Source: an optimization exercise on an open RTL-to-GDS flow (aim: small area). Production flows keep margins and buffers that such runs may drop.
Only simulation tests tie the RTL to the original design; equivalence was not proved.
No activity file was given, so power comes from the tool's default toggle rates.

==> run.sh <==
#!/bin/bash
# synth_recipe.tcl (not shown) runs the flow's synth.tcl, then flattens the netlist and writes it again
# the make line also repeats each setting of config.mk as NAME=value (left out here)
make -C /OpenROAD-flow-scripts/flow DESIGN_CONFIG=/design/flow/config.mk WORK_HOME=/design/flow/orfs CLKGATE_MAP_FILE= SYNTH_SCRIPT=/design/flow/synth_recipe.tcl finish
==> config.mk <==
export PLATFORM = sky130hd
export DESIGN_NAME = Digital_clock
export DESIGN_NICKNAME = Digital_clock
export VERILOG_FILES = /design/flow/design.v
export SDC_FILE = /design/flow/constraint.sdc
export NUM_CORES = 4
export LEC_CHECK = 0
export ABC_AREA = 1
export CAP_MARGIN = 20
export CORE_MARGIN = 2
export CORE_UTILIZATION = 70
export PLACE_DENSITY = 0.8
export SLEW_MARGIN = 20
==> constraint.sdc <==
create_clock -name core_clock -period 10.0 [get_ports {clk_50M}]
set_input_delay 2.0000 -clock core_clock [delete_from_list [all_inputs] [get_ports {clk_50M}]]
set_output_delay 2.0000 -clock core_clock [all_outputs]
set_load 0.01 [all_outputs]
==> design.v <==
module seg4(
	input [3:0] D,
	output [6:0] S
);
assign S[0] = (~D[3] & ~D[2] & ~D[1] & D[0]) | (D[2] & ~D[1] & ~D[0]);
assign S[1] = (D[2] & D[1] & ~D[0]) | (D[2] & ~D[1] & D[0]);
assign S[2] = (~D[2] & D[1] & ~D[0]);
assign S[3] = (D[2] & ~D[1] & ~D[0]) | (~D[3] & ~D[2] & ~D[1] & D[0]) | (D[2] & D[1] & D[0]);
assign S[4] = (D[2] & ~D[1]) | (D[0]);
assign S[5] = (~D[2] & D[1]) | (~D[3] & ~D[2] & D[0]) | (D[1] & D[0]);
assign S[6] = (~D[3] & ~D[2] & ~D[1]) | (D[2] & D[1] & D[0]);
endmodule
module seg3(
	input [2:0] D,
	output [6:0] S
);
assign S[0] = (~D[2] & ~D[1] & D[0]) | (D[2] & ~D[0]);
assign S[1] = (D[2] & D[0]);
assign S[2] = (D[1] & ~D[0]);
assign S[3] = (~D[2] & ~D[1] & D[0]) | (D[2] & ~D[0]);
assign S[4] = (D[0]) | (D[2]);
assign S[5] = (~D[2] & D[0]) | (D[1]);
assign S[6] = (~D[2] & ~D[1]);
endmodule
module seg2(
	input [1:0] D,
	output [6:0] S
);
assign S[0] = (D[0]);
assign S[1] = 1'b0;
assign S[2] = (D[1]);
assign S[3] = (D[0]);
assign S[4] = (D[0]);
assign S[5] = (D[0]) | (D[1]);
assign S[6] = (~D[1]);
endmodule
module segw(
	input [2:0] D,
	output [6:0] S
);
assign S[0] = (~D[2] & ~D[1]) | (~D[1] & ~D[0]);
assign S[1] = (D[2] & ~D[1] & D[0]) | (D[2] & D[1] & ~D[0]);
assign S[2] = (~D[2] & ~D[0]);
assign S[3] = (~D[2] & ~D[1]) | (D[2] & D[1] & D[0]) | (~D[1] & ~D[0]);
assign S[4] = (D[0]) | (~D[1]);
assign S[5] = (~D[2]) | (D[1] & D[0]);
assign S[6] = (~D[2] & ~D[1]) | (D[2] & D[1] & D[0]);
endmodule
module Digital_clock(
input clk_50M,
input rst,
input alarm_SW,
input MODE_SW,
input AH_key,
input AM_key,
input SW_hour,
output [3:0] led_mode,
output  [7:0] HEX0,
output  [7:0] HEX1,
output  [7:0] HEX2,
output  [7:0] HEX3,
output  [7:0] HEX4,
output  [7:0] HEX5,
output  [7:0] HEX6
);
reg [9:0] cnt;
always @(posedge clk_50M)
	if (rst)
		cnt <= 10'd0;
	else if (cnt == 10'd1005)
		cnt <= 10'd5;
	else
		cnt <= cnt + 10'd1;
wire hold  = (cnt < 10'd5);
wire tick3 = (cnt == 10'd1004);	 
wire tick1 = (cnt == 10'd1002);	 
reg [1:0] m0, m1, m2, m3;
always @(posedge clk_50M) begin
	if (rst)
		m0 <= 2'd0;
	else
		m0 <= {alarm_SW, MODE_SW};
	m1 <= m0;
	m2 <= m1;
	m3 <= m2;
end
assign led_mode = {m1 == 2'd3, m1 == 2'd2, m1 == 2'd1, m1 == 2'd0};
reg [4:0] kh, km;
reg [2:0] sw;
always @(posedge clk_50M) begin
	kh <= {kh[3:0], AH_key};
	km <= {km[3:0], AM_key};
	sw <= {sw[1:0], SW_hour};
end
wire eh3 = ~kh[3] & kh[4];
wire em3 = ~km[3] & km[4];
wire eh2 = ~kh[2] & kh[3];
wire em2 = ~km[2] & km[3];
reg [3:0] s_o, m_o, h_o, am_o, ah_o;
reg [2:0] s_t, m_t;
reg [1:0] h_t, ah_t;
reg [2:0] am_t;
wire run  = tick3 & (m3 != 2'd1);
wire sett = (m3 == 2'd1);
wire seta = (m3 == 2'd3);
wire s59 = (s_t == 3'd5) & (s_o == 4'd9);
wire m59 = (m_t == 3'd5) & (m_o == 4'd9);
wire h23 = (h_t == 2'd2) & (h_o == 4'd3);
wire am59 = (am_t == 3'd5) & (am_o == 4'd9);
wire ah23 = (ah_t == 2'd2) & (ah_o == 4'd3);
wire s_inc = run;
wire m_inc = (run & s59) | (sett & em3);
wire h_inc = (run & s59 & m59) | (sett & eh3);
wire am_inc = seta & em3;
wire ah_inc = seta & eh3;
reg [3:0] ns_o, nm_o, nh_o, nam_o, nah_o;
reg [2:0] ns_t, nm_t, nam_t;
reg [1:0] nh_t, nah_t;
always @* begin
	ns_o = s_o; ns_t = s_t;
	if (s_inc) begin
		if (s_o == 4'd9) begin
			ns_o = 4'd0;
			ns_t = (s_t == 3'd5) ? 3'd0 : s_t + 3'd1;
		end else
			ns_o = s_o + 4'd1;
	end
	nm_o = m_o; nm_t = m_t;
	if (m_inc) begin
		if (m_o == 4'd9) begin
			nm_o = 4'd0;
			nm_t = (m_t == 3'd5) ? 3'd0 : m_t + 3'd1;
		end else
			nm_o = m_o + 4'd1;
	end
	nh_o = h_o; nh_t = h_t;
	if (h_inc) begin
		if (h23) begin
			nh_o = 4'd0; nh_t = 2'd0;
		end else if (h_o == 4'd9) begin
			nh_o = 4'd0; nh_t = h_t + 2'd1;
		end else
			nh_o = h_o + 4'd1;
	end
	nam_o = am_o; nam_t = am_t;
	if (am_inc) begin
		if (am_o == 4'd9) begin
			nam_o = 4'd0;
			nam_t = (am_t == 3'd5) ? 3'd0 : am_t + 3'd1;
		end else
			nam_o = am_o + 4'd1;
	end
	nah_o = ah_o; nah_t = ah_t;
	if (ah_inc) begin
		if (ah23) begin
			nah_o = 4'd0; nah_t = 2'd0;
		end else if (ah_o == 4'd9) begin
			nah_o = 4'd0; nah_t = ah_t + 2'd1;
		end else
			nah_o = ah_o + 4'd1;
	end
	if (hold) begin
		ns_o = 4'd0; ns_t = 3'd0;
		nm_o = 4'd9; nm_t = 3'd5;
		nh_o = 4'd2; nh_t = 2'd1;
		nam_o = 4'd9; nam_t = 3'd5;
		nah_o = 4'd1; nah_t = 2'd2;
	end
end
always @(posedge clk_50M) begin
	s_o <= ns_o; s_t <= ns_t;
	m_o <= nm_o; m_t <= nm_t;
	h_o <= nh_o; h_t <= nh_t;
	am_o <= nam_o; am_t <= nam_t;
	ah_o <= nah_o; ah_t <= nah_t;
end
wire ih = ((m3 == 2'd1) & eh3) | ((m2 == 2'd1) & eh2);
wire im = ((m3 == 2'd1) & em3) | ((m2 == 2'd1) & em2);
wire m58 = (m_t == 3'd5) & (m_o == 4'd8);
wire h22 = (h_t == 2'd2) & (h_o == 4'd2);
wire mok = im ? m58 : m59;
wire hok = ih ? h22 : h23;
wire wcarry = tick1 & (m1 != 2'd1) & s59 & mok & hok;
reg [2:0] wk;
always @(posedge clk_50M)
	if (hold)
		wk <= 3'd1;
	else if (wcarry)
		wk <= (wk == 3'd7) ? 3'd1 : wk + 3'd1;
reg [7:0] bc;
reg bl;
always @(posedge clk_50M)
	if (rst) begin
		bc <= 8'd0;
		bl <= 1'b0;
	end else if (bc == 8'd251) begin
		bc <= 8'd1;
		bl <= ~bl;
	end else
		bc <= bc + 8'd1;
wire ns_lt6 = (ns_t == 3'd0) & (ns_o < 4'd6);
wire nm0 = (nm_t == 3'd0) & (nm_o == 4'd0);
wire nal = (nah_t == nh_t) & (nah_o == nh_o) & (nam_t == nm_t) & (nam_o == nm_o);
wire blank = bl & ns_lt6 & (nal | nm0);
wire show_alarm = m3[1];
wire h12 = sw[2] & ((h_t == 2'd2) | ((h_t == 2'd1) & (h_o >= 4'd2)));
reg [3:0] dh_o;
reg [1:0] dh_t;
always @* begin
	if (show_alarm) begin
		dh_o = ah_o; dh_t = ah_t;
	end else if (h12) begin
		if (h_t == 2'd1) begin
			dh_o = h_o - 4'd2; dh_t = 2'd0;
		end else if (h_o >= 4'd2) begin
			dh_o = h_o - 4'd2; dh_t = 2'd1;
		end else begin
			dh_o = h_o + 4'd8; dh_t = 2'd0;
		end
	end else begin
		dh_o = h_o; dh_t = h_t;
	end
end
wire [3:0] d0 = show_alarm ? 4'd0 : s_o;
wire [3:0] d1 = show_alarm ? 4'd0 : {1'b0, s_t};
wire [3:0] d2 = show_alarm ? am_o : m_o;
wire [3:0] d3 = {1'b0, show_alarm ? am_t : m_t};
wire [3:0] d4 = dh_o;
wire [3:0] d5 = {2'b00, dh_t};
wire [6:0] g0, g1, g2, g3, g4, g5, g6;
seg4 u_g0(.D(d0), .S(g0));
seg3 u_g1(.D(d1[2:0]), .S(g1));
seg4 u_g2(.D(d2), .S(g2));
seg3 u_g3(.D(d3[2:0]), .S(g3));
seg4 u_g4(.D(d4), .S(g4));
seg2 u_g5(.D(d5[1:0]), .S(g5));
segw u_g6(.D(wk), .S(g6));
assign HEX0 = {1'b1, g0 | {7{blank}}};
assign HEX1 = {1'b1, g1 | {7{blank}}};
assign HEX2 = {1'b1, g2 | {7{blank}}};
assign HEX3 = {1'b1, g3 | {7{blank}}};
assign HEX4 = {1'b1, g4 | {7{blank}}};
assign HEX5 = {1'b1, g5 | {7{blank}}};
assign HEX6 = {1'b1, g6};
endmodule
==> run_summary.xml, run 1 <==
<?xml version="1.0" encoding="UTF-8"?>
<metrics>
  <group name="synthesis">
    <metric name="yosysSeqAreaShare" unit="%">31.1</metric>
    <metric name="syn_area" unit="sq mm">0.00489</metric>
    <metric name="synth_xor_area_share" unit="%">1.79</metric>
    <metric name="ys_warn_count" unit="">1</metric>
    <metric name="synth_seq_cells" unit="">76</metric>
    <metric name="synth_mux_area_share" unit="%">0</metric>
    <metric name="synth_async_sr_flop_share" unit="%">0</metric>
    <metric name="synth_simple_gate_area_share" unit="%">37.1</metric>
    <metric name="synthCells" unit="">758</metric>
    <metric name="avgSynthCellArea" unit="sq um">6.45</metric>
    <metric name="yosysUniqueCellTypes" unit="">45</metric>
    <metric name="synth_enable_flop_cells" unit="">0</metric>
    <metric name="compound_gate_fraction_of_synth_area" unit="%">9.69</metric>
    <metric name="dominant_combinational_cell_family_by_area_after_synthesis" unit="">simple AND/OR/NAND/NOR gates</metric>
    <metric name="synth-main-ff-cell" unit="">sky130_fd_sc_hd__dfxtp_1</metric>
    <metric name="post_synthesis_share_of_cell_area_spent_on_full_adders_half_adders_and_majority_gates" unit="%">5.88</metric>
  </group>
  <group name="route">
    <metric name="detailedRoute.firstIterationViolations" unit="">300</metric>
    <metric name="routed_wl" unit="um">11600</metric>
    <metric name="remaining_drc_errors" unit="">0</metric>
    <metric name="wl_per_cell" unit="um">12.7</metric>
    <metric name="first_drt_pass_iteration_count" unit="">5</metric>
    <metric name="route.antenna.remaining_nets" unit="">0</metric>
    <metric name="vias_per_cell" unit="">5.41</metric>
    <metric name="vias" unit="">4942</metric>
  </group>
  <group name="sta">
    <metric name="rsz0062_at_grt" unit="">no</metric>
    <metric name="final-setup-viol-count" unit="">0</metric>
    <metric name="report.final.slew_viol_count" unit="">0</metric>
    <metric name="hold_violations" unit="">0</metric>
    <metric name="finalSetupTns" unit="ns">0</metric>
    <metric name="worst_slew_margin" unit="%">28.8</metric>
    <metric name="final_min_period_over_clock_period" unit="%">62.7</metric>
    <metric name="finalCriticalPeriod" unit="ns">6.27</metric>
    <metric name="worst_clock_skew" unit="ns">0.0131</metric>
    <metric name="worst_pin_slew" unit="ns">1.07</metric>
    <metric name="max_freq" unit="MHz">159</metric>
  </group>
  <group name="run">
    <metric name="max_cap_viol_count" unit="">0</metric>
  </group>
  <group name="final_layout">
    <metric name="most-common-layout-cells" unit="">sky130_fd_sc_hd__nand2_1 (191), sky130_fd_sc_hd__inv_1 (126), sky130_fd_sc_hd__dfxtp_1 (76)</metric>
    <metric name="layout_commonest_cell" unit="">sky130_fd_sc_hd__nand2_1</metric>
    <metric name="ratio_of_cells_with_drive_above_1_in_the_final_layout" unit="%">8.20</metric>
    <metric name="nNetsFinal" unit="">842</metric>
    <metric name="area_delta_synth_final" unit="%">15.9</metric>
    <metric name="final.fill_count" unit="">470</metric>
    <metric name="antenna-diode-count" unit="">0</metric>
    <metric name="fin_area" unit="sq mm">0.00567</metric>
  </group>
  <group name="grt">
    <metric name="overflow" unit="">0</metric>
    <metric name="grt_start_max_net_pins" unit="">39</metric>
    <metric name="global_route.usage.total" unit="%">31.3</metric>
    <metric name="first_pass_grt_wire_length" unit="um">19300</metric>
    <metric name="antenna_found_initial" unit="">0</metric>
    <metric name="grt_pass1_vias" unit="">4540</metric>
  </group>
  <group name="place">
    <metric name="dp_hpwl" unit="um">9090</metric>
    <metric name="gp_congestion" unit="">0.969</metric>
    <metric name="place_area" unit="sq mm">0.00547</metric>
    <metric name="buffer_ports.inserted" unit="">59</metric>
  </group>
  <group name="critical_path">
    <metric name="setup.worst_path.class" unit="">reg2out</metric>
    <metric name="critical_path_arrival" unit="ns">4.27</metric>
    <metric name="timing.critical_path.cells" unit="">inv_2, nand2_2, nand3_2, nor2_4, inv_2, nor2_2, nand2_1, nand2_1, inv_2, o21ai_0, nand3_1, nor4_1, nand2_1, buf_4, nand2_1, clkdlybuf4s50_1</metric>
    <metric name="critical_path.max_stage_delay" unit="ns">1.03</metric>
    <metric name="crit_required" unit="ns">8.00</metric>
    <metric name="path_common_cell" unit="">sky130_fd_sc_hd__nand2_1</metric>
    <metric name="critPathLaunchType" unit="">register</metric>
    <metric name="library_cell_contributing_the_largest_single_delay_on_the_critical_path" unit="">sky130_fd_sc_hd__dfxtp_1</metric>
    <metric name="worst-path-max-fanout" unit="">38</metric>
    <metric name="worst_setup_path_end_kind" unit="">output pin</metric>
  </group>
  <group name="die">
    <metric name="initial_util" unit="%">72.0</metric>
    <metric name="ios" unit="">67</metric>
    <metric name="die_x" unit="um">87.6</metric>
    <metric name="placeableCoreArea" unit="sq mm">0.00679</metric>
    <metric name="chipHeight" unit="um">87.6</metric>
    <metric name="floorplan.die_area" unit="sq mm">0.00767</metric>
    <metric name="floorplan_row_count" unit="">30</metric>
  </group>
  <group name="cts">
    <metric name="postCtsSetupBuffers" unit="">0</metric>
    <metric name="cts-resized-gates" unit="">0</metric>
    <metric name="postCtsHoldBufs" unit="">0</metric>
    <metric name="cts_inserted_buffers" unit="">9</metric>
    <metric name="clock-root-buffer" unit="">sky130_fd_sc_hd__clkbuf_8</metric>
    <metric name="clk_latency" unit="ns">0.36</metric>
    <metric name="clock_path_buffers" unit="">2</metric>
    <metric name="cts.sinks" unit="">76</metric>
    <metric name="htree_num_levels" unit="">3</metric>
    <metric name="cts_tree" unit="">yes</metric>
    <metric name="path_clk_slew" unit="ns">0.09</metric>
  </group>
  <group name="run_status">
    <metric name="run_status" unit="">complete, no violations</metric>
  </group>
  <group name="pwr">
    <metric name="max-vdd-ir-drop" unit="V">0.000173</metric>
    <metric name="p_leak" unit="nW">2.86</metric>
    <metric name="pwr_density_cell" unit="mW/mm^2">109</metric>
  </group>
  <group name="worst_hold_path">
    <metric name="worstHoldPathType" unit="">reg2reg</metric>
  </group>
</metrics>
==> sequential cells by signal (all words and copies together), names as in the netlist, 3 cells and up <==
signal  count
cnt        10
km          5
kh          5
am_t        3
ah_o        4
s_t         3
m_o         4
s_o         4
h_o         4
am_o        4
bc          8
sw          3
m_t         3
wk          3
==> per-stage QoR <==
stage | power, mW | util (%) | std cells | hold WS [ns] | setup slack (ns)
after floorplan | 0.359 | - | 764 | 0.310 | 5.80
after CTS | 0.615 | 83.5 | 913 | 0.328 | 3.81
after detailed placement | 0.382 | 80.6 | 897 | 0.312 | 4.20
after global placement | 0.380 | 80.6 | 897 | 0.310 | 4.42
after global routing | 0.637 | 83.5 | 913 | 0.334 | 3.49
final | 0.616 | 83.5 | 913 | 0.329 | 3.73
==> report_power, final <==
group          switching, mW  total, mW  internal, mW
Sequential           0.00602      0.315         0.309
Combinational         0.0338     0.0604        0.0266
Clock                  0.122      0.240         0.118
Total                  0.162      0.616         0.453
==> routing by layer <==
metal	up-vias	track usage, %	routed length (um)
li1	2471	-	-
met1	2245	37.0	4960
met2	192	55.8	5670
met3	34	5.18	677
met4	0	13.3	280
met5	-	0	0
==> cell type report <==
class | instances | area, sq um | area share (%)
inverter | 143 | 537 | 9.46
clock buffer | 10 | 128 | 2.25
clock inverter | 6 | 71.3 | 1.26
sequential | 76 | 1520 | 26.8
timing repair buffer | 61 | 606 | 10.7
tap | 96 | 120 | 2.12
multi-input combinational | 521 | 2690 | 47.4
==> logic make-up (layout without fill, tap and decap cells) <==
kind of cell    Yosys count  after routing
fa+ha+maj                23             23
simple gates            397            397
xor+xnor                 10             10
flops                    76             76
buf+inv                 167            220
compound gates           84             84
other cells               1              7
==> worst max-delay path: cells and delay by family, from the launching register on <==
family / cells / cell delay [ns]
compound gates: 1 / 0.11
buf+inv: 5 / 1.17
flops: 1 / 1.03
simple gates: 10 / 1.59
==> Yosys cell counts, types with 3 or more instances <==
| library cell | count | area, sq um |
|---|---|---|
| sky130_fd_sc_hd__nand3_1 | 58 | 290 |
| sky130_fd_sc_hd__o21ai_1 | 4 | 20.0 |
| sky130_fd_sc_hd__o21bai_1 | 4 | 30.0 |
| sky130_fd_sc_hd__nor3b_1 | 4 | 30.0 |
| sky130_fd_sc_hd__a21oi_1 | 29 | 145 |
| sky130_fd_sc_hd__o21ai_0 | 30 | 150 |
| sky130_fd_sc_hd__nand4_1 | 16 | 100 |
| sky130_fd_sc_hd__dfxtp_1 | 76 | 1520 |
| sky130_fd_sc_hd__or2_2 | 3 | 18.8 |
| sky130_fd_sc_hd__nor4_1 | 3 | 18.8 |
| sky130_fd_sc_hd__o211ai_1 | 3 | 22.5 |
| sky130_fd_sc_hd__nor2_4 | 4 | 45.0 |
| sky130_fd_sc_hd__xor2_1 | 9 | 78.8 |
| sky130_fd_sc_hd__nand2_1 | 191 | 717 |
| sky130_fd_sc_hd__nand2_2 | 11 | 68.8 |
| sky130_fd_sc_hd__o31ai_1 | 3 | 22.5 |
| sky130_fd_sc_hd__ha_1 | 23 | 288 |
| sky130_fd_sc_hd__nor3_1 | 13 | 65.1 |
| sky130_fd_sc_hd__nand3_2 | 7 | 70.1 |
| sky130_fd_sc_hd__nor2_2 | 4 | 25.0 |
| sky130_fd_sc_hd__buf_6 | 3 | 33.8 |
| sky130_fd_sc_hd__clkbuf_1 | 3 | 11.3 |
| sky130_fd_sc_hd__inv_1 | 126 | 473 |
| sky130_fd_sc_hd__buf_2 | 5 | 25.0 |
| sky130_fd_sc_hd__nand3b_1 | 3 | 22.5 |
| sky130_fd_sc_hd__inv_2 | 15 | 56.3 |
| sky130_fd_sc_hd__nor2_1 | 73 | 274 |
| sky130_fd_sc_hd__buf_4 | 13 | 97.6 |
==> worst paths after layout <==
| kind | from | end | slack, ns | cells after the start |
|---|---|---|---|---|
| max | m3[1] | HEX5[3] | 3.73 | 16 |
| min | km[0] | km[1] | 0.33 | 0 |
| max reg2reg | m3[1] | wk[0] | 7.30 | 11 |
| min reg2reg | km[0] | km[1] | 0.33 | 0 |
==> run 2, diff against run 1 <==
--- a/config.mk
+++ b/config.mk
@@ -11,2 +11,4 @@
 export CORE_UTILIZATION = 70
+export CTS_BUF_LIST = sky130_fd_sc_hd__clkbuf_4 sky130_fd_sc_hd__clkbuf_8
+export CTS_CLUSTER_SIZE = 30
 export PLACE_DENSITY = 0.8
==> run 2 against run 1 <==
Compared with the run above: non-clock buffer count stayed put; hold slack worse by 0.0055 ns; count of clock-buffer cells in the layout stayed put; core utilization is 0.055 points higher; synthesized area stayed put; first-iteration DRC count is 1.3% lower; final area hardly changed; worst setup slack better by 0.012 ns; wire length is 0.58% higher; critical path depth stayed put; via count is 0.22% lower.
==> run_summary.xml, run 2 <==
<?xml version="1.0" encoding="UTF-8"?>
<metrics>
  <group name="run_status">
    <metric name="run_status" unit="">complete, no violations</metric>
  </group>
  <group name="critical_path">
    <metric name="worst-path-stages" unit="">16</metric>
    <metric name="worst-path-max-fanout" unit="">38</metric>
    <metric name="cpLargestDelayFamily" unit="">simple AND/OR/NAND/NOR gates</metric>
    <metric name="library_cell_contributing_the_largest_single_delay_on_the_critical_path" unit="">sky130_fd_sc_hd__dfxtp_1</metric>
    <metric name="timing.critical_path.cells" unit="">inv_2, nand2_2, nand3_2, nor2_4, inv_2, nor2_2, nand2_1, nand2_1, inv_2, o21ai_0, nand3_1, nor4_1, nand2_1, buf_4, nand2_1, clkdlybuf4s50_1</metric>
    <metric name="critical_path_arrival" unit="ns">4.26</metric>
    <metric name="worst_setup_path_end_kind" unit="">output pin</metric>
    <metric name="worst-path-buf-inv" unit="">5</metric>
    <metric name="setup.worst_path.class" unit="">reg2out</metric>
    <metric name="worst_r2r_startpoint" unit="">m3[1]</metric>
    <metric name="worstRegToRegCells" unit="">10</metric>
    <metric name="critPathLaunchType" unit="">register</metric>
    <metric name="r2r_end" unit="">wk[2]</metric>
    <metric name="critical_path.max_stage_delay" unit="ns">1.04</metric>
    <metric name="crit_required" unit="ns">8.00</metric>
    <metric name="ff2ff_setup_slack" unit="ns">7.29</metric>
    <metric name="path_common_cell" unit="">sky130_fd_sc_hd__nand2_1</metric>
  </group>
  <group name="route">
    <metric name="route.antenna.remaining_nets" unit="">0</metric>
    <metric name="first_drt_pass_iteration_count" unit="">6</metric>
    <metric name="wl_per_cell" unit="um">12.8</metric>
    <metric name="vias" unit="">4931</metric>
    <metric name="routed_wl" unit="um">11700</metric>
    <metric name="remaining_drc_errors" unit="">0</metric>
    <metric name="detailedRoute.firstIterationViolations" unit="">296</metric>
    <metric name="vias_per_cell" unit="">5.40</metric>
  </group>
  <group name="die">
    <metric name="initial_util" unit="%">72.0</metric>
    <metric name="floorplan_row_count" unit="">30</metric>
    <metric name="ios" unit="">67</metric>
    <metric name="placeableCoreArea" unit="sq mm">0.00679</metric>
    <metric name="chipHeight" unit="um">87.6</metric>
    <metric name="floorplan.die_area" unit="sq mm">0.00767</metric>
    <metric name="die_x" unit="um">87.6</metric>
  </group>
  <group name="place">
    <metric name="buffer_ports.inserted" unit="">59</metric>
    <metric name="gp_congestion" unit="">0.969</metric>
    <metric name="dp_hpwl" unit="um">9090</metric>
    <metric name="place_ws" unit="ns">4.20</metric>
  </group>
  <group name="sta">
    <metric name="finalSetupTns" unit="ns">0</metric>
    <metric name="worst_pin_slew" unit="ns">1.08</metric>
    <metric name="fin_worst_hold_slack" unit="ns">0.323</metric>
    <metric name="rsz0062_at_grt" unit="">no</metric>
    <metric name="hold_violations" unit="">0</metric>
    <metric name="final_min_period_over_clock_period" unit="%">62.6</metric>
    <metric name="final-setup-viol-count" unit="">0</metric>
    <metric name="max_freq" unit="MHz">160</metric>
    <metric name="report.final.slew_viol_count" unit="">0</metric>
    <metric name="worst_slew_margin" unit="%">27.9</metric>
    <metric name="finalCriticalPeriod" unit="ns">6.26</metric>
    <metric name="fin_ws" unit="ns">3.74</metric>
    <metric name="worst_clock_skew" unit="ns">0.0177</metric>
  </group>
  <group name="pwr">
    <metric name="switchingPower" unit="mW">0.163</metric>
    <metric name="max-vdd-ir-drop" unit="V">0.000172</metric>
    <metric name="reg_power_share" unit="%">50.9</metric>
    <metric name="power.clock.fraction" unit="%">39.3</metric>
    <metric name="combinationalPowerShare" unit="%">9.8</metric>
    <metric name="pwr_density_cell" unit="mW/mm^2">109</metric>
    <metric name="power.internal" unit="mW">0.456</metric>
    <metric name="power_switching_share" unit="%">26.3</metric>
    <metric name="p_leak" unit="nW">2.86</metric>
  </group>
  <group name="grt">
    <metric name="grt_start_max_net_pins" unit="">39</metric>
    <metric name="overflow" unit="">0</metric>
    <metric name="first_pass_grt_wire_length" unit="um">19300</metric>
    <metric name="grt_pass1_vias" unit="">4537</metric>
    <metric name="grtUsageMet1" unit="%">36.9</metric>
    <metric name="global_route.usage.total" unit="%">31.3</metric>
    <metric name="grt_most_used_layer" unit="">met2</metric>
    <metric name="antenna_found_initial" unit="">0</metric>
    <metric name="met3_usage" unit="%">5.18</metric>
    <metric name="grt_use_met2" unit="%">56.1</metric>
  </group>
  <group name="final_layout">
    <metric name="largest_registers" unit="">cnt (10), bc (8)</metric>
    <metric name="layout_commonest_cell" unit="">sky130_fd_sc_hd__nand2_1</metric>
    <metric name="ratio_of_cells_with_drive_above_1_in_the_final_layout" unit="%">8.32</metric>
    <metric name="most-common-layout-cells" unit="">sky130_fd_sc_hd__nand2_1 (191), sky130_fd_sc_hd__inv_1 (126), sky130_fd_sc_hd__dfxtp_1 (76)</metric>
    <metric name="footprint_of_the_multi_input_gates" unit="sq mm">0.00269</metric>
    <metric name="largest_register_ff_count" unit="">10</metric>
    <metric name="final.fill_count" unit="">468</metric>
    <metric name="area_delta_synth_final" unit="%">16.0</metric>
    <metric name="nNetsFinal" unit="">842</metric>
    <metric name="final_core_util" unit="%">83.5</metric>
    <metric name="final-seq-area" unit="sq mm">0.00152</metric>
    <metric name="antenna-diode-count" unit="">0</metric>
    <metric name="largest-register" unit="">cnt</metric>
  </group>
  <group name="synthesis">
    <metric name="synth.area.top_cells" unit="">sky130_fd_sc_hd__dfxtp_1 (31%), sky130_fd_sc_hd__nand2_1 (15%), sky130_fd_sc_hd__inv_1 (9.7%)</metric>
    <metric name="synth_commonest_cells" unit="">sky130_fd_sc_hd__nand2_1 (191), sky130_fd_sc_hd__inv_1 (126), sky130_fd_sc_hd__dfxtp_1 (76)</metric>
    <metric name="compound_gate_fraction_of_synth_area" unit="%">9.69</metric>
    <metric name="synth_seq_cells" unit="">76</metric>
    <metric name="yosysSeqAreaShare" unit="%">31.1</metric>
    <metric name="avgSynthCellArea" unit="sq um">6.45</metric>
    <metric name="dominant_combinational_cell_family_by_area_after_synthesis" unit="">simple AND/OR/NAND/NOR gates</metric>
    <metric name="syn_area" unit="sq mm">0.00489</metric>
    <metric name="synthCells" unit="">758</metric>
    <metric name="synth-main-ff-cell" unit="">sky130_fd_sc_hd__dfxtp_1</metric>
    <metric name="synth_mux_area_share" unit="%">0</metric>
    <metric name="ys_warn_count" unit="">1</metric>
    <metric name="yosysUniqueCellTypes" unit="">45</metric>
    <metric name="synthMostInstantiatedCell" unit="">sky130_fd_sc_hd__nand2_1</metric>
    <metric name="share_of_the_synthesized_area_in_the_top_cell_type" unit="%">31.1</metric>
    <metric name="synth_async_sr_flop_share" unit="%">0</metric>
    <metric name="post-synth-top-area-cell" unit="">sky130_fd_sc_hd__dfxtp_1</metric>
    <metric name="synth_simple_gate_area_share" unit="%">37.1</metric>
    <metric name="synth_xor_area_share" unit="%">1.79</metric>
    <metric name="synth_enable_flop_cells" unit="">0</metric>
    <metric name="post_synthesis_share_of_cell_area_spent_on_full_adders_half_adders_and_majority_gates" unit="%">5.88</metric>
  </group>
  <group name="cts">
    <metric name="cts.sinks" unit="">76</metric>
    <metric name="postCtsHoldBufs" unit="">0</metric>
    <metric name="cts_inserted_buffers" unit="">9</metric>
    <metric name="path_clk_slew" unit="ns">0.09</metric>
    <metric name="cts-resized-gates" unit="">0</metric>
    <metric name="clk_latency" unit="ns">0.36</metric>
    <metric name="htree_num_levels" unit="">3</metric>
    <metric name="cts_tree" unit="">yes</metric>
    <metric name="clock_path_buffers" unit="">2</metric>
    <metric name="clock-root-buffer" unit="">sky130_fd_sc_hd__clkbuf_8</metric>
    <metric name="postCtsSetupBuffers" unit="">0</metric>
  </group>
  <group name="worst_hold_path">
    <metric name="min_from" unit="">km[0]</metric>
    <metric name="worstHoldPathType" unit="">reg2reg</metric>
    <metric name="min_path_cells" unit="">0</metric>
    <metric name="timing.hold.worst_endpoint" unit="">km[1]</metric>
  </group>
  <group name="run">
    <metric name="max_cap_viol_count" unit="">0</metric>
  </group>
</metrics>
-- run 2: cell counts after synthesis --
Identical to the previous run, type by type.
-- run 2: metal layers --
metal,part of all wire [%],vias up
met3,5.9,33
met5,0,-
met2,49,192
met1,43,2234
met4,2.3,0
li1,-,2472
-- run 2: how the worst max path moves through the flow --
stage,from,slack [ns],endpoint
3_5_place_dp,m3[1],4.20,HEX5[3]
3_3_place_gp,m3[1],4.42,HEX3[3]
2_1_floorplan,cnt[0],5.80,HEX5[3]
5_1_grt,m3[1],3.49,HEX3[3]
4_1_cts,m3[1],3.81,HEX5[3]
6_report,m3[1],3.74,HEX5[3]
-- run 2: final cells by class --
type	count	area share, %
multi-input cells	521	47.4
flip-flops and latches	76	26.8
repair buffers	61	10.7
inverters	143	9.46
clock buffers	10	2.31
well taps	96	2.12
clock inverters	6	1.26
-- run 2: power groups by stage --
stage / Sequential [mW] / Clock (mW) / Combinational [mW]
6_report: 0.315 / 0.243 / 0.0606
5_1_grt: 0.316 / 0.256 / 0.0675
4_1_cts: 0.315 / 0.242 / 0.0606
3_5_place_dp: 0.322 / 0 / 0.0601
3_3_place_gp: 0.321 / 0 / 0.0581
2_1_floorplan: 0.319 / 0 / 0.0403
-- run 2: cells by family after synthesis --
family | after synthesis
and+or+nand+nor | 397
DFF | 76
other | 1
adders and majority gates | 23
AOI/OAI and AO/OA | 84
xor gates and xnor gates | 10
buffers and inverters | 167
-- run 2: through the flow --
step	power [mW]	instance area, sq um	std cells
floorplan	0.359	4910	764
global placement	0.380	5470	897
detailed placement	0.382	5470	897
CTS	0.617	5680	913
global route	0.640	5680	913
finish	0.619	5680	913
==> run 3, diff against run 2 <==
==> flow/run.sh (new file) <==
#!/bin/bash
# Own layout flow: the standard synthesis, then its combinational logic
# re-mapped for area (registers, their names and cell types unchanged), then
# the standard ORFS layout from floorplan on.
set -euo pipefail
here=$(pwd)
R=$here/orfs/results/$FLOW_PLATFORM/Digital_clock/base

# 1. standard synthesis
bash standard.sh synth > "$here/log_synth.txt" 2>&1

# 2. area re-mapping of the combinational logic
cp "$R/1_2_yosys.v" "$here/std_1_2_yosys.v"
RS_KEEP=$(grep -oE 'sky130_fd_sc_hd__(df|edf|sdf|dl)[a-z0-9_]*' "$here/std_1_2_yosys.v" | sort -u | tr '\n' ' ') \
RS_DONTUSE="$here/flow/dont_use.txt" RS_IN="$here/std_1_2_yosys.v" RS_OUT="$here/resynth.v" RS_TOP="$FLOW_TOP" \
RS_SCRIPT="$here/flow/area.abc" \
  yosys -c "$here/flow/resynth.tcl" > "$here/log_resynth.txt" 2>&1
cp "$here/resynth.v" "$R/1_2_yosys.v"
rm -f "$R/1_synth.odb" "$R/1_synth.sdc"

# 3. the rest of the standard flow, with small port buffers and a clock tree
#    of small buffers
bash standard.sh finish \
  "BUFFER_PORTS_ARGS=-buffer_cell sky130_fd_sc_hd__buf_1" \
  > "$here/log_layout.txt" 2>&1
==> flow/area.abc (new file) <==
strash
&get -n
&deepsyn -J 100
&put
strash
&get -n
&dch -f
&nf -R 1000
&put
==> flow/dont_use.txt (new file) <==
sky130_fd_sc_hd__lpflow_bleeder_1
sky130_fd_sc_hd__lpflow_clkbufkapwr_1
sky130_fd_sc_hd__lpflow_clkbufkapwr_16
sky130_fd_sc_hd__lpflow_clkbufkapwr_2
sky130_fd_sc_hd__lpflow_clkbufkapwr_4
sky130_fd_sc_hd__lpflow_clkbufkapwr_8
sky130_fd_sc_hd__lpflow_clkinvkapwr_1
sky130_fd_sc_hd__lpflow_clkinvkapwr_16
sky130_fd_sc_hd__lpflow_clkinvkapwr_2
sky130_fd_sc_hd__lpflow_clkinvkapwr_4
sky130_fd_sc_hd__lpflow_clkinvkapwr_8
sky130_fd_sc_hd__lpflow_decapkapwr_12
sky130_fd_sc_hd__lpflow_decapkapwr_3
sky130_fd_sc_hd__lpflow_decapkapwr_4
sky130_fd_sc_hd__lpflow_decapkapwr_6
sky130_fd_sc_hd__lpflow_decapkapwr_8
sky130_fd_sc_hd__lpflow_inputiso0n_1
sky130_fd_sc_hd__lpflow_inputiso0p_1
sky130_fd_sc_hd__lpflow_inputiso1n_1
sky130_fd_sc_hd__lpflow_inputiso1p_1
sky130_fd_sc_hd__lpflow_inputisolatch_1
sky130_fd_sc_hd__lpflow_isobufsrc_1
sky130_fd_sc_hd__lpflow_isobufsrc_16
sky130_fd_sc_hd__lpflow_isobufsrc_2
sky130_fd_sc_hd__lpflow_isobufsrc_4
sky130_fd_sc_hd__lpflow_isobufsrc_8
sky130_fd_sc_hd__lpflow_isobufsrckapwr_16
sky130_fd_sc_hd__lpflow_lsbuf_lh_hl_isowell_tap_1
sky130_fd_sc_hd__lpflow_lsbuf_lh_hl_isowell_tap_2
sky130_fd_sc_hd__lpflow_lsbuf_lh_hl_isowell_tap_4
sky130_fd_sc_hd__lpflow_lsbuf_lh_isowell_4
sky130_fd_sc_hd__lpflow_lsbuf_lh_isowell_tap_1
sky130_fd_sc_hd__lpflow_lsbuf_lh_isowell_tap_2
sky130_fd_sc_hd__lpflow_lsbuf_lh_isowell_tap_4
sky130_fd_sc_hd__probe_p_8
sky130_fd_sc_hd__probec_p_8
==> flow/resynth.tcl (new file) <==
# Re-map the combinational logic of the standard synthesis for area.
# The flip-flops stay the cells (and names) the standard synthesis gave them.
yosys -import
set lib $::env(FLOW_HOME)/platforms/sky130hd/lib/sky130_fd_sc_hd__tt_025C_1v80.lib
read_liberty -overwrite -setattr liberty_cell -ignore_miss_func $lib
read_verilog $::env(RS_IN)
hierarchy -top $::env(RS_TOP)
setattr -mod -set keep_hierarchy 1 {*}$::env(RS_KEEP)
flatten
opt_clean -purge
set du {}
set f [open $::env(RS_DONTUSE)]
foreach c [split [string trim [read $f]] "\n"] { lappend du -dont_use $c }
close $f
abc -script $::env(RS_SCRIPT) -liberty $lib {*}$du
opt_clean -purge
hilomap -hicell sky130_fd_sc_hd__conb_1 HI -locell sky130_fd_sc_hd__conb_1 LO
splitnets
opt_clean -purge
insbuf -buf sky130_fd_sc_hd__buf_1 A X
check
stat -liberty $lib
blackbox =A:liberty_cell
write_verilog -noattr -nohex -nodec $::env(RS_OUT)
==> standard.sh (new file) <==
#!/bin/bash
# synth_recipe.tcl (not shown) runs the flow's synth.tcl, then flattens the netlist and writes it again
# the make line also repeats each setting of config.mk as NAME=value (left out here)
make -C /OpenROAD-flow-scripts/flow DESIGN_CONFIG=/design/flow/config.mk WORK_HOME=/design/flow/orfs CLKGATE_MAP_FILE= SYNTH_SCRIPT=/design/flow/synth_recipe.tcl "${@:-finish}"
--- a/config.mk
+++ b/config.mk
@@ -11,4 +11,2 @@
 export CORE_UTILIZATION = 70
-export CTS_BUF_LIST = sky130_fd_sc_hd__clkbuf_4 sky130_fd_sc_hd__clkbuf_8
-export CTS_CLUSTER_SIZE = 30
 export PLACE_DENSITY = 0.8
removed: run.sh
==> run 3 against run 2 <==
Compared with the run above: still clean; total power down 5.9%; wire length down 27%; clock power down 2%; critical path type unchanged.
==> run_summary.xml, run 3 <==
<?xml version="1.0" encoding="UTF-8"?>
<metrics>
  <group name="run_status">
    <metric name="run_status" unit="">complete, no violations</metric>
  </group>
  <group name="run">
    <metric name="max_cap_viol_count" unit="">0</metric>
  </group>
  <group name="pwr">
    <metric name="max-vdd-ir-drop" unit="V">0.000125</metric>
    <metric name="p_leak" unit="nW">1.54</metric>
    <metric name="pwr_density_cell" unit="mW/mm^2">140</metric>
  </group>
  <group name="die">
    <metric name="ios" unit="">67</metric>
    <metric name="placeableCoreArea" unit="sq mm">0.00507</metric>
    <metric name="floorplan.die_area" unit="sq mm">0.00579</metric>
    <metric name="floorplan_row_count" unit="">26</metric>
    <metric name="initial_util" unit="%">71.7</metric>
    <metric name="die_x" unit="um">76.1</metric>
    <metric name="chipHeight" unit="um">76.1</metric>
  </group>
  <group name="synthesis">
    <metric name="synthCells" unit="">452</metric>
    <metric name="ys_warn_count" unit="">1</metric>
    <metric name="syn_area" unit="sq mm">0.00364</metric>
    <metric name="avgSynthCellArea" unit="sq um">8.05</metric>
  </group>
  <group name="route">
    <metric name="route.antenna.remaining_nets" unit="">0</metric>
    <metric name="vias" unit="">3500</metric>
    <metric name="remaining_drc_errors" unit="">0</metric>
    <metric name="detailedRoute.firstIterationViolations" unit="">313</metric>
    <metric name="first_drt_pass_iteration_count" unit="">5</metric>
    <metric name="routed_wl" unit="um">8480</metric>
    <metric name="vias_per_cell" unit="">5.89</metric>
    <metric name="wl_per_cell" unit="um">14.3</metric>
  </group>
  <group name="grt">
    <metric name="overflow" unit="">0</metric>
    <metric name="grtUsageMet1" unit="%">36.6</metric>
    <metric name="grt_use_met2" unit="%">53.4</metric>
    <metric name="global_route.usage.total" unit="%">30.1</metric>
    <metric name="met3_usage" unit="%">5.69</metric>
    <metric name="first_pass_grt_wire_length" unit="um">14200</metric>
    <metric name="grt_start_max_net_pins" unit="">34</metric>
    <metric name="grt_most_used_layer" unit="">met2</metric>
    <metric name="grt_pass1_vias" unit="">3154</metric>
    <metric name="antenna_found_initial" unit="">0</metric>
  </group>
  <group name="critical_path">
    <metric name="critical_path_arrival" unit="ns">5.57</metric>
    <metric name="crit_required" unit="ns">8.00</metric>
    <metric name="worst_r2r_startpoint" unit="">m3[1]</metric>
    <metric name="worst_setup_path_end_kind" unit="">output pin</metric>
    <metric name="timing.critical_path.from" unit="">m3[1]</metric>
    <metric name="worst-path-max-fanout" unit="">33</metric>
    <metric name="setup.worst_path.class" unit="">reg2out</metric>
    <metric name="critPathLaunchType" unit="">register</metric>
  </group>
  <group name="cts">
    <metric name="htree_num_levels" unit="">3</metric>
    <metric name="path_clk_slew" unit="ns">0.07</metric>
    <metric name="clock-root-buffer" unit="">sky130_fd_sc_hd__clkbuf_8</metric>
    <metric name="cts_inserted_buffers" unit="">9</metric>
    <metric name="cts.sinks" unit="">76</metric>
    <metric name="cts-resized-gates" unit="">0</metric>
    <metric name="cts_tree" unit="">yes</metric>
    <metric name="postCtsSetupBuffers" unit="">0</metric>
    <metric name="clk_latency" unit="ns">0.35</metric>
    <metric name="clock_path_buffers" unit="">2</metric>
    <metric name="postCtsHoldBufs" unit="">0</metric>
  </group>
  <group name="sta">
    <metric name="rsz0062_at_grt" unit="">no</metric>
    <metric name="worst_pin_slew" unit="ns">0.888</metric>
    <metric name="finalSetupTns" unit="ns">0</metric>
    <metric name="hold_violations" unit="">0</metric>
    <metric name="report.final.slew_viol_count" unit="">0</metric>
    <metric name="final-setup-viol-count" unit="">0</metric>
    <metric name="max_freq" unit="MHz">132</metric>
    <metric name="worst_slew_margin" unit="%">40.6</metric>
    <metric name="worst_clock_skew" unit="ns">0.00702</metric>
    <metric name="final_min_period_over_clock_period" unit="%">75.7</metric>
    <metric name="finalCriticalPeriod" unit="ns">7.57</metric>
  </group>
  <group name="place">
    <metric name="gp_congestion" unit="">0.883</metric>
    <metric name="dp_hpwl" unit="um">6150</metric>
    <metric name="buffer_ports.inserted" unit="">59</metric>
  </group>
  <group name="final_layout">
    <metric name="most-common-layout-cells" unit="">sky130_fd_sc_hd__dfxtp_1 (76), sky130_fd_sc_hd__buf_1 (59), sky130_fd_sc_hd__nand2_1 (57)</metric>
    <metric name="ratio_of_cells_with_drive_above_1_in_the_final_layout" unit="%">3.24</metric>
    <metric name="final_core_util" unit="%">81.7</metric>
    <metric name="largest-register" unit="">cnt</metric>
    <metric name="area_delta_synth_final" unit="%">14.0</metric>
    <metric name="nNetsFinal" unit="">526</metric>
    <metric name="largest_register_ff_count" unit="">10</metric>
    <metric name="largest_registers" unit="">cnt (10), bc (8)</metric>
    <metric name="antenna-diode-count" unit="">0</metric>
    <metric name="layout_commonest_cell" unit="">sky130_fd_sc_hd__dfxtp_1</metric>
  </group>
  <group name="worst_hold_path">
    <metric name="min_from" unit="">kh[0]</metric>
    <metric name="worstHoldPathType" unit="">reg2reg</metric>
  </group>
</metrics>
-- run 3: final cells by class --
| type | instances | area (sq um) |
|---|---|---|
| Fill cell | 344 | 927 |
| Multi-Input combinational cell | 354 | 2040 |
| Clock buffer | 12 | 155 |
| Tap cell | 70 | 87.6 |
| Timing Repair Buffer | 60 | 229 |
| Sequential cell | 76 | 1520 |
| Inverter | 18 | 67.6 |
| Clock inverter | 4 | 47.5 |
-- run 3: worst paths after layout --
| path | end | cells after the start | slack [ns] |
|---|---|---|---|
| min | kh[1] | 0 | 0.33 |
| max | HEX0[3] | 21 | 2.43 |
| max reg2reg | m_o[1] | 8 | 6.95 |
| min reg2reg | kh[1] | 0 | 0.33 |
-- run 3: metrics by stage --
| step | setup slack, ns | hold WS, ns | power, mW | instance area [sq um] | instances |
|---|---|---|---|---|---|
| floorplan | 3.28 | 0.310 | 0.341 | 3640 | 452 |
| global placement | 2.84 | 0.310 | 0.350 | 3940 | 578 |
| detailed placement | 2.48 | 0.314 | 0.351 | 3940 | 578 |
| CTS | 2.09 | 0.337 | 0.583 | 4140 | 594 |
| global route | 1.80 | 0.341 | 0.601 | 4150 | 594 |
| finish | 2.43 | 0.333 | 0.582 | 4150 | 594 |
-- run 3: critical path, stage by stage (launching register included) --
cell	delay, ns
sky130_fd_sc_hd__dfxtp_1	0.32
sky130_fd_sc_hd__buf_4	0.34
sky130_fd_sc_hd__nor2b_1	0.13
sky130_fd_sc_hd__nor4_2	0.66
sky130_fd_sc_hd__a41oi_1	0.25
sky130_fd_sc_hd__nor2b_1	0.47
sky130_fd_sc_hd__a21oi_1	0.13
sky130_fd_sc_hd__nor2_1	0.13
sky130_fd_sc_hd__a21boi_0	0.26
sky130_fd_sc_hd__nand2_1	0.12
sky130_fd_sc_hd__o22ai_1	0.21
sky130_fd_sc_hd__a211oi_1	0.07
sky130_fd_sc_hd__nand4_1	0.11
sky130_fd_sc_hd__a21oi_1	0.05
sky130_fd_sc_hd__o2111ai_1	0.09
sky130_fd_sc_hd__o31ai_1	0.12
sky130_fd_sc_hd__nand3_1	0.59
sky130_fd_sc_hd__clkinv_1	0.50
sky130_fd_sc_hd__nor2_1	0.25
sky130_fd_sc_hd__o31ai_1	0.11
sky130_fd_sc_hd__o21bai_1	0.17
sky130_fd_sc_hd__buf_1	0.13
-- run 3: layer usage --
| metal | part of all wire, % | vias up |
|---|---|---|
| li1 | - | 1709 |
| met1 | 42 | 1655 |
| met2 | 51 | 118 |
| met3 | 4.7 | 18 |
| met4 | 2.1 | 0 |
| met5 | 0 | - |
-- run 3: where the power goes --
group	total [mW]	internal [mW]	leakage, nW	switching, mW
Sequential	0.314	0.309	0.621	0.00509
Combinational	0.0310	0.0110	0.819	0.0200
Clock	0.237	0.128	0.102	0.109
==> run 4, diff against run 3 <==
==> design.v (replaced) <==
module seg4(
	input [3:0] D,
	output [6:0] S
);
assign S[0] = (~D[3] & ~D[2] & ~D[1] & D[0]) | (D[2] & ~D[1] & ~D[0]);
assign S[1] = (D[2] & D[1] & ~D[0]) | (D[2] & ~D[1] & D[0]);
assign S[2] = (~D[2] & D[1] & ~D[0]);
assign S[3] = (D[2] & ~D[1] & ~D[0]) | (~D[3] & ~D[2] & ~D[1] & D[0]) | (D[2] & D[1] & D[0]);
assign S[4] = (D[2] & ~D[1]) | (D[0]);
assign S[5] = (~D[2] & D[1]) | (~D[3] & ~D[2] & D[0]) | (D[1] & D[0]);
assign S[6] = (~D[3] & ~D[2] & ~D[1]) | (D[2] & D[1] & D[0]);
endmodule
module seg3(
	input [2:0] D,
	output [6:0] S
);
assign S[0] = (~D[2] & ~D[1] & D[0]) | (D[2] & ~D[0]);
assign S[1] = (D[2] & D[0]);
assign S[2] = (D[1] & ~D[0]);
assign S[3] = (~D[2] & ~D[1] & D[0]) | (D[2] & ~D[0]);
assign S[4] = (D[0]) | (D[2]);
assign S[5] = (~D[2] & D[0]) | (D[1]);
assign S[6] = (~D[2] & ~D[1]);
endmodule
module seg2(
	input [1:0] D,
	output [6:0] S
);
assign S[0] = (D[0]);
assign S[1] = 1'b0;
assign S[2] = (D[1]);
assign S[3] = (D[0]);
assign S[4] = (D[0]);
assign S[5] = (D[0]) | (D[1]);
assign S[6] = (~D[1]);
endmodule
module segw(
	input [2:0] D,
	output [6:0] S
);
assign S[0] = (~D[2] & ~D[1]) | (~D[1] & ~D[0]);
assign S[1] = (D[2] & ~D[1] & D[0]) | (D[2] & D[1] & ~D[0]);
assign S[2] = (~D[2] & ~D[0]);
assign S[3] = (~D[2] & ~D[1]) | (D[2] & D[1] & D[0]) | (~D[1] & ~D[0]);
assign S[4] = (D[0]) | (~D[1]);
assign S[5] = (~D[2]) | (D[1] & D[0]);
assign S[6] = (~D[2] & ~D[1]) | (D[2] & D[1] & D[0]);
endmodule
module hour12(
	input [5:0] D,
	output [4:0] C
);
assign C[0] = (D[0]);
assign C[1] = (D[4] & D[3]) | (~D[5] & ~D[4] & D[1]) | (D[4] & D[2] & ~D[1]);
assign C[2] = (D[2] & D[1]) | (D[4] & D[3]) | (~D[4] & D[2]);
assign C[3] = (D[5] & ~D[1]) | (~D[4] & D[3]);
assign C[4] = (D[5] & D[1]) | (D[4] & ~D[3] & ~D[2] & ~D[1]);
endmodule
module inc10(
	input [3:0] D,
	output [3:0] N
);
assign N[0] = ~D[0];
assign N[1] = (D[1] ^ D[0]) & ~D[3];
assign N[2] = D[2] ^ (D[1] & D[0]);
assign N[3] = (D[3] & ~D[0]) | (D[2] & D[1] & D[0]);
endmodule
module inc6(
	input [2:0] D,
	output [2:0] N
);
assign N[0] = ~D[0];
assign N[1] = (D[1] ^ D[0]) & ~D[2];
assign N[2] = (D[2] & ~D[0]) | (D[1] & D[0]);
endmodule
module Digital_clock(
input clk_50M,
input rst,
input alarm_SW,
input MODE_SW,
input AH_key,
input AM_key,
input SW_hour,
output [3:0] led_mode,
output  [7:0] HEX0,
output  [7:0] HEX1,
output  [7:0] HEX2,
output  [7:0] HEX3,
output  [7:0] HEX4,
output  [7:0] HEX5,
output  [7:0] HEX6
);
reg [9:0] cnt;
wire [10:0] cnt_inc = {1'b0, cnt} + 11'd1;
always @(posedge clk_50M)
	if (rst)
		cnt <= 10'd0;
	else
		cnt <= cnt_inc[9:0] | {5'd0, cnt_inc[10], 1'b0, {3{cnt_inc[10]}}};
wire hold  = (cnt[9:3] == 7'd0) & ~(cnt[2] & (cnt[1] | cnt[0]));
wire tick3 = (cnt == 10'd1004);	 
wire tick1 = (cnt == 10'd1002);	 
reg [1:0] m0, m1, m2, m3;
always @(posedge clk_50M) begin
	if (rst)
		m0 <= 2'd0;
	else
		m0 <= {alarm_SW, MODE_SW};
	m1 <= m0;
	m2 <= m1;
	m3 <= m2;
end
assign led_mode = {m1[1] & m1[0], m1[1] & ~m1[0], ~m1[1] & m1[0], ~m1[1] & ~m1[0]};
reg [4:0] kh, km;
reg [2:0] sw;
always @(posedge clk_50M) begin
	kh <= {kh[3:0], AH_key};
	km <= {km[3:0], AM_key};
	sw <= {sw[1:0], SW_hour};
end
wire eh3 = ~kh[3] & kh[4];	 
wire em3 = ~km[3] & km[4];
wire eh2 = ~kh[2] & kh[3];	 
wire em2 = ~km[2] & km[3];
reg [3:0] s_o, m_o, h_o, am_o, ah_o;
reg [2:0] s_t, m_t, am_t;
reg [1:0] h_t, ah_t;
wire set3 = ~m3[1] & m3[0];	 
wire run  = tick3 & ~set3;
wire seta = m3[1] & m3[0];	 
wire s9   = s_o[3] & s_o[0];
wire s59  = s9 & s_t[2] & s_t[0];
wire m9   = m_o[3] & m_o[0];
wire m59  = m9 & m_t[2] & m_t[0];
wire h23  = h_t[1] & h_o[1] & h_o[0];
wire am9  = am_o[3] & am_o[0];
wire ah23 = ah_t[1] & ah_o[1] & ah_o[0];
wire s_inc  = run;
wire m_inc  = (run & s59) | (set3 & em3);
wire h_inc  = (run & s59 & m59) | (set3 & eh3);
wire am_inc = seta & em3;
wire ah_inc = seta & eh3;
wire [3:0] s_o1, m_o1, h_o1, am_o1, ah_o1;
wire [2:0] s_t1, m_t1, am_t1;
inc10 u_is(.D(s_o), .N(s_o1));
inc6  u_its(.D(s_t), .N(s_t1));
inc10 u_im(.D(m_o), .N(m_o1));
inc6  u_itm(.D(m_t), .N(m_t1));
inc10 u_ih(.D(h_o), .N(h_o1));
inc10 u_iam(.D(am_o), .N(am_o1));
inc6  u_itam(.D(am_t), .N(am_t1));
inc10 u_iah(.D(ah_o), .N(ah_o1));
reg [3:0] ns_o, nm_o, nh_o, nam_o, nah_o;
reg [2:0] ns_t, nm_t, nam_t;
reg [1:0] nh_t, nah_t;
always @* begin
	ns_o = s_inc ? s_o1 : s_o;
	ns_t = (s_inc & s9) ? s_t1 : s_t;
	nm_o = m_inc ? m_o1 : m_o;
	nm_t = (m_inc & m9) ? m_t1 : m_t;
	nh_o = h_inc ? (h23 ? 4'd0 : h_o1) : h_o;
	nh_t = h_inc ? (h23 ? 2'd0 : ((h_o[3] & h_o[0]) ? {h_t[0], ~h_t[0]} : h_t)) : h_t;
	nam_o = am_inc ? am_o1 : am_o;
	nam_t = (am_inc & am9) ? am_t1 : am_t;
	nah_o = ah_inc ? (ah23 ? 4'd0 : ah_o1) : ah_o;
	nah_t = ah_inc ? (ah23 ? 2'd0 : ((ah_o[3] & ah_o[0]) ? {ah_t[0], ~ah_t[0]} : ah_t)) : ah_t;
	if (hold) begin
		ns_o = 4'd0; ns_t = 3'd0;
		nm_o = 4'd9; nm_t = 3'd5;
		nh_o = 4'd2; nh_t = 2'd1;
		nam_o = 4'd9; nam_t = 3'd5;
		nah_o = 4'd1; nah_t = 2'd2;
	end
end
always @(posedge clk_50M) begin
	s_o <= ns_o; s_t <= ns_t;
	m_o <= nm_o; m_t <= nm_t;
	h_o <= nh_o; h_t <= nh_t;
	am_o <= nam_o; am_t <= nam_t;
	ah_o <= nah_o; ah_t <= nah_t;
end
wire ih = (set3 & eh3) | (~m2[1] & m2[0] & eh2);
wire im = (set3 & em3) | (~m2[1] & m2[0] & em2);
wire m58 = m_t[2] & m_t[0] & m_o[3] & ~m_o[0];
wire h22 = h_t[1] & h_o[1] & ~h_o[0];
wire mok = im ? m58 : m59;
wire hok = ih ? h22 : h23;
wire wcarry = tick1 & ~(~m1[1] & m1[0]) & s59 & mok & hok;
reg [2:0] wk;
always @(posedge clk_50M)
	if (hold)
		wk <= 3'd1;
	else if (wcarry)
		wk <= (wk == 3'd7) ? 3'd1 : wk + 3'd1;
reg [7:0] bc;
reg bl;
wire bwrap = (bc[7:2] == 6'b111110) & bc[1] & bc[0];	 
always @(posedge clk_50M)
	if (rst) begin
		bc <= 8'd0;
		bl <= 1'b0;
	end else if (bwrap) begin
		bc <= 8'd1;
		bl <= ~bl;
	end else
		bc <= bc + 8'd1;
wire ns_lt6 = (ns_t == 3'd0) & ~ns_o[3] & ~(ns_o[2] & ns_o[1]);
wire nm0 = (nm_t == 3'd0) & (nm_o == 4'd0);
wire nal = (nah_t == nh_t) & (nah_o == nh_o) & (nam_t == nm_t) & (nam_o == nm_o);
wire blank = bl & ns_lt6 & (nal | nm0);
wire show_alarm = m3[1];
wire [4:0] h12;
hour12 u_h12(.D({h_t, h_o}), .C(h12));
wire [5:0] th = sw[2] ? {1'b0, h12} : {h_t, h_o};
wire [3:0] d0 = show_alarm ? 4'd0 : s_o;
wire [2:0] d1 = show_alarm ? 3'd0 : s_t;
wire [3:0] d2 = show_alarm ? am_o : m_o;
wire [2:0] d3 = show_alarm ? am_t : m_t;
wire [3:0] d4 = show_alarm ? ah_o : th[3:0];
wire [1:0] d5 = show_alarm ? ah_t : th[5:4];
wire [6:0] g0, g1, g2, g3, g4, g5, g6;
seg4 u_g0(.D(d0), .S(g0));
seg3 u_g1(.D(d1), .S(g1));
seg4 u_g2(.D(d2), .S(g2));
seg3 u_g3(.D(d3), .S(g3));
seg4 u_g4(.D(d4), .S(g4));
seg2 u_g5(.D(d5), .S(g5));
segw u_g6(.D(wk), .S(g6));
assign HEX0 = {1'b1, g0 | {7{blank}}};
assign HEX1 = {1'b1, g1 | {7{blank}}};
assign HEX2 = {1'b1, g2 | {7{blank}}};
assign HEX3 = {1'b1, g3 | {7{blank}}};
assign HEX4 = {1'b1, g4 | {7{blank}}};
assign HEX5 = {1'b1, g5 | {7{blank}}};
assign HEX6 = {1'b1, g6};
endmodule
==> run 4 against run 3 <==
Compared with the run above: synthesized area shrank 4.4%; sequential power about the same; worst setup slack got worse by 1.0 ns; synthesized cell count is 6.2% lower; global-route usage hardly changed; register-to-register slack worse by 1.3 ns; total power is 3.1% lower; highest routed layer unchanged; clock skew grew 0.0042 ns; critical path depth unchanged; still clean on timing, DRC and antenna; non-clock buffer count rose by 1; count of clock-buffer cells in the layout increased by 1; hold slack got worse by 0.0024 ns.
==> run_summary.xml, run 4 <==
<?xml version="1.0" encoding="UTF-8"?>
<metrics>
  <group name="pwr">
    <metric name="pwr_density_cell" unit="mW/mm^2">142</metric>
    <metric name="power.clock.fraction" unit="%">39.2</metric>
    <metric name="max-vdd-ir-drop" unit="V">0.000136</metric>
    <metric name="report.power.total" unit="mW">0.564</metric>
    <metric name="power_switching_share" unit="%">23.9</metric>
    <metric name="p_leak" unit="nW">1.51</metric>
    <metric name="combinationalPowerShare" unit="%">4.9</metric>
    <metric name="power.internal" unit="mW">0.430</metric>
    <metric name="reg_power_share" unit="%">55.9</metric>
    <metric name="switchingPower" unit="mW">0.135</metric>
  </group>
  <group name="final_layout">
    <metric name="most-common-layout-cells" unit="">sky130_fd_sc_hd__dfxtp_1 (76), sky130_fd_sc_hd__buf_1 (59), sky130_fd_sc_hd__nand2_1 (44)</metric>
    <metric name="layout_commonest_cell" unit="">sky130_fd_sc_hd__dfxtp_1</metric>
    <metric name="nNetsFinal" unit="">499</metric>
    <metric name="ratio_of_cells_with_drive_above_1_in_the_final_layout" unit="%">3.42</metric>
    <metric name="fin_area" unit="sq mm">0.00397</metric>
    <metric name="largest_registers" unit="">cnt (10), bc (8)</metric>
    <metric name="largest-register" unit="">cnt</metric>
    <metric name="antenna-diode-count" unit="">0</metric>
    <metric name="largest_register_ff_count" unit="">10</metric>
    <metric name="area_delta_synth_final" unit="%">14.2</metric>
  </group>
  <group name="route">
    <metric name="detailedRoute.firstIterationViolations" unit="">298</metric>
    <metric name="first_drt_pass_iteration_count" unit="">5</metric>
    <metric name="route.antenna.remaining_nets" unit="">0</metric>
    <metric name="vias" unit="">3362</metric>
    <metric name="remaining_drc_errors" unit="">0</metric>
    <metric name="routed_wl" unit="um">8000</metric>
    <metric name="wl_per_cell" unit="um">14.2</metric>
    <metric name="vias_per_cell" unit="">5.96</metric>
  </group>
  <group name="sta">
    <metric name="worst_slew_margin" unit="%">35.2</metric>
    <metric name="fin_worst_hold_slack" unit="ns">0.331</metric>
    <metric name="finalCriticalPeriod" unit="ns">8.62</metric>
    <metric name="fin_ws" unit="ns">1.38</metric>
    <metric name="max_freq" unit="MHz">116</metric>
    <metric name="final_min_period_over_clock_period" unit="%">86.2</metric>
    <metric name="report.final.slew_viol_count" unit="">0</metric>
    <metric name="worst_clock_skew" unit="ns">0.0113</metric>
    <metric name="worst_pin_slew" unit="ns">0.971</metric>
    <metric name="rsz0062_at_grt" unit="">no</metric>
    <metric name="finalSetupTns" unit="ns">0</metric>
    <metric name="final-setup-viol-count" unit="">0</metric>
    <metric name="hold_violations" unit="">0</metric>
  </group>
  <group name="cts">
    <metric name="clock_path_buffers" unit="">2</metric>
    <metric name="clk_latency" unit="ns">0.35</metric>
    <metric name="cts-resized-gates" unit="">0</metric>
    <metric name="postCtsHoldBufs" unit="">0</metric>
    <metric name="cts_inserted_buffers" unit="">9</metric>
    <metric name="htree_num_levels" unit="">3</metric>
    <metric name="clock-root-buffer" unit="">sky130_fd_sc_hd__clkbuf_8</metric>
    <metric name="path_clk_slew" unit="ns">0.07</metric>
    <metric name="cts.sinks" unit="">76</metric>
    <metric name="postCtsSetupBuffers" unit="">0</metric>
    <metric name="cts_tree" unit="">yes</metric>
  </group>
  <group name="critical_path">
    <metric name="worstRegToRegCells" unit="">10</metric>
    <metric name="setup.worst_path.class" unit="">reg2out</metric>
    <metric name="worst-path-stages" unit="">21</metric>
    <metric name="ff2ff_setup_slack" unit="ns">5.68</metric>
    <metric name="worst-path-buf-inv" unit="">4</metric>
    <metric name="critPathLaunchType" unit="">register</metric>
    <metric name="library_cell_contributing_the_largest_single_delay_on_the_critical_path" unit="">sky130_fd_sc_hd__dfxtp_1</metric>
    <metric name="worst-path-max-fanout" unit="">26</metric>
    <metric name="end_point_of_the_critical_path" unit="">HEX1[3]</metric>
    <metric name="timing.critical_path.cells" unit="">clkinv_1, nand2_1, nand2_1, nor4_1, and2_0, and3_1, a21o_1, and2_0, nor2_1, a2111oi_0, xor2_1, a2111oi_0, o211ai_1, nor4_1, o211ai_1, buf_4, clkinv_1, nor2_1, o21ai_0, o21a_1, buf_1</metric>
    <metric name="critical_path_arrival" unit="ns">6.62</metric>
    <metric name="worst_r2r_startpoint" unit="">m3[1]</metric>
    <metric name="critical_path.max_stage_delay" unit="ns">0.96</metric>
    <metric name="timing.critical_path.from" unit="">m3[1]</metric>
    <metric name="worst_setup_path_end_kind" unit="">output pin</metric>
    <metric name="cpLargestDelayFamily" unit="">simple AND/OR/NAND/NOR gates</metric>
    <metric name="r2r_end" unit="">m_o[1]</metric>
    <metric name="crit_required" unit="ns">8.00</metric>
  </group>
  <group name="place">
    <metric name="place_ws" unit="ns">1.95</metric>
    <metric name="place_area" unit="sq mm">0.00378</metric>
    <metric name="buffer_ports.inserted" unit="">59</metric>
    <metric name="dp_hpwl" unit="um">5700</metric>
    <metric name="gp_congestion" unit="">0.950</metric>
  </group>
  <group name="synthesis">
    <metric name="ys_warn_count" unit="">1</metric>
    <metric name="synthCells" unit="">424</metric>
    <metric name="syn_area" unit="sq mm">0.00348</metric>
    <metric name="avgSynthCellArea" unit="sq um">8.20</metric>
  </group>
  <group name="run">
    <metric name="max_cap_viol_count" unit="">0</metric>
  </group>
  <group name="die">
    <metric name="floorplan.die_area" unit="sq mm">0.00555</metric>
    <metric name="chipHeight" unit="um">74.5</metric>
    <metric name="initial_util" unit="%">73.1</metric>
    <metric name="die_x" unit="um">74.5</metric>
    <metric name="ios" unit="">67</metric>
    <metric name="floorplan_row_count" unit="">25</metric>
    <metric name="placeableCoreArea" unit="sq mm">0.00475</metric>
  </group>
  <group name="run_status">
    <metric name="run_status" unit="">complete, no violations</metric>
  </group>
  <group name="grt">
    <metric name="grt_start_max_net_pins" unit="">27</metric>
    <metric name="grt_pass1_vias" unit="">2842</metric>
    <metric name="antenna_found_initial" unit="">0</metric>
    <metric name="global_route.usage.total" unit="%">30.1</metric>
    <metric name="overflow" unit="">0</metric>
    <metric name="first_pass_grt_wire_length" unit="um">12700</metric>
  </group>
  <group name="worst_hold_path">
    <metric name="worstHoldPathType" unit="">reg2reg</metric>
  </group>
</metrics>
[run 4: cell count changes in the layout (fill, tap and decap cells not counted), moves of 5 or more]
cell	before	now
sky130_fd_sc_hd__nor3b_1	5	0
sky130_fd_sc_hd__nand2_1	57	44
sky130_fd_sc_hd__xnor2_1	18	9
sky130_fd_sc_hd__xor2_1	13	6
sky130_fd_sc_hd__nor2_1	51	40
sky130_fd_sc_hd__o21ai_0	21	32
sky130_fd_sc_hd__nor2b_1	15	10
sky130_fd_sc_hd__a21o_1	1	6
[run 4: worst min-delay path by stage]
stage                      from     to  depth (start not counted)
after global routing      km[1]  km[2]                          0
after CTS                 km[1]  km[2]                          0
after floorplan           kh[0]  kh[1]                          0
after global placement    km[0]  km[1]                          0
after detailed placement  km[1]  km[2]                          0
final                     km[1]  km[2]                          0
[run 4: cell type report]
type / count / area [sq um]
flip-flops and latches: 76 / 1520
clock inverters: 3 / 20.0
well taps: 67 / 83.8
clock buffers: 13 / 169
fillers: 336 / 785
multi-input cells: 330 / 1890
inverters: 14 / 52.6
repair buffers: 61 / 236
[run 4: power by group through the flow]
stage | clock network, mW | logic (mW) | registers, mW
after global placement | 0 | 0.0266 | 0.322
after floorplan | 0 | 0.0195 | 0.321
after global routing | 0.235 | 0.0311 | 0.316
after CTS | 0.222 | 0.0275 | 0.315
final | 0.221 | 0.0277 | 0.316
after detailed placement | 0 | 0.0272 | 0.322
[run 4: stage by stage]
stage	cells	util, %
finish	564	83.5
global route	564	83.5
CTS	564	83.5
detailed placement	548	79.5
global placement	548	79.5
floorplan	424	-
[run 4: worst reg2reg max path, cell delays in order, from the launching register on]
cell,delay [ns]
sky130_fd_sc_hd__dfxtp_1,0.96
sky130_fd_sc_hd__clkinv_1,0.55
sky130_fd_sc_hd__nand2_1,0.23
sky130_fd_sc_hd__nand2_1,0.07
sky130_fd_sc_hd__nor4_1,0.58
sky130_fd_sc_hd__and2_0,0.31
sky130_fd_sc_hd__and3_1,0.28
sky130_fd_sc_hd__a21o_1,0.26
sky130_fd_sc_hd__and2_0,0.28
sky130_fd_sc_hd__nor2_1,0.06
sky130_fd_sc_hd__a2111oi_0,0.59
[run 4: layer usage]
layer | routed length, um | track usage, % | vias up
li1 | - | - | 1651
met1 | 3400 | 36.8 | 1558
met2 | 3920 | 51.8 | 138
met3 | 528 | 6.23 | 15
met4 | 161 | 11.9 | 0
met5 | 0 | 0 | -

-- port drivers added, routing unchanged --
The results above use ideal ports. As a check the final layouts listed here were re-extracted and re-timed, cells and wires unchanged. Step 1 sets driving cells, clkbuf_16 on the clock port and buf_2 on the other inputs (assumed; they add their load-dependent delay and slew). Step 2 also shifts input and output timing later by t, the mid clock arrival at the registers, as if the neighbouring blocks saw the same clock. Slacks: ideal ports / drivers / drivers and shift; pairs: ideal ports / drivers.
| run | t (ns) | setup WS [ns] | worst setup path at the end | worst register clock-pin slew, ns | worst data-port slew with drivers (ns) |
|---|---|---|---|---|---|
| run 1 | 0.378 | 3.727 / 3.699 / 4.077 | register to output | 0.09 / 0.09 | 0.03 |
| run 2 | 0.376 | 3.739 / 3.710 / 4.086 | register to output | 0.09 / 0.09 | 0.04 |
| run 3 | 0.371 | 2.425 / 2.398 / 2.770 | register to output | 0.08 / 0.08 | 0.04 |
| run 4 | 0.371 | 1.377 / 1.349 / 1.720 | register to output | 0.08 / 0.08 | 0.03 |
After both steps setup and hold are still met in every run listed.
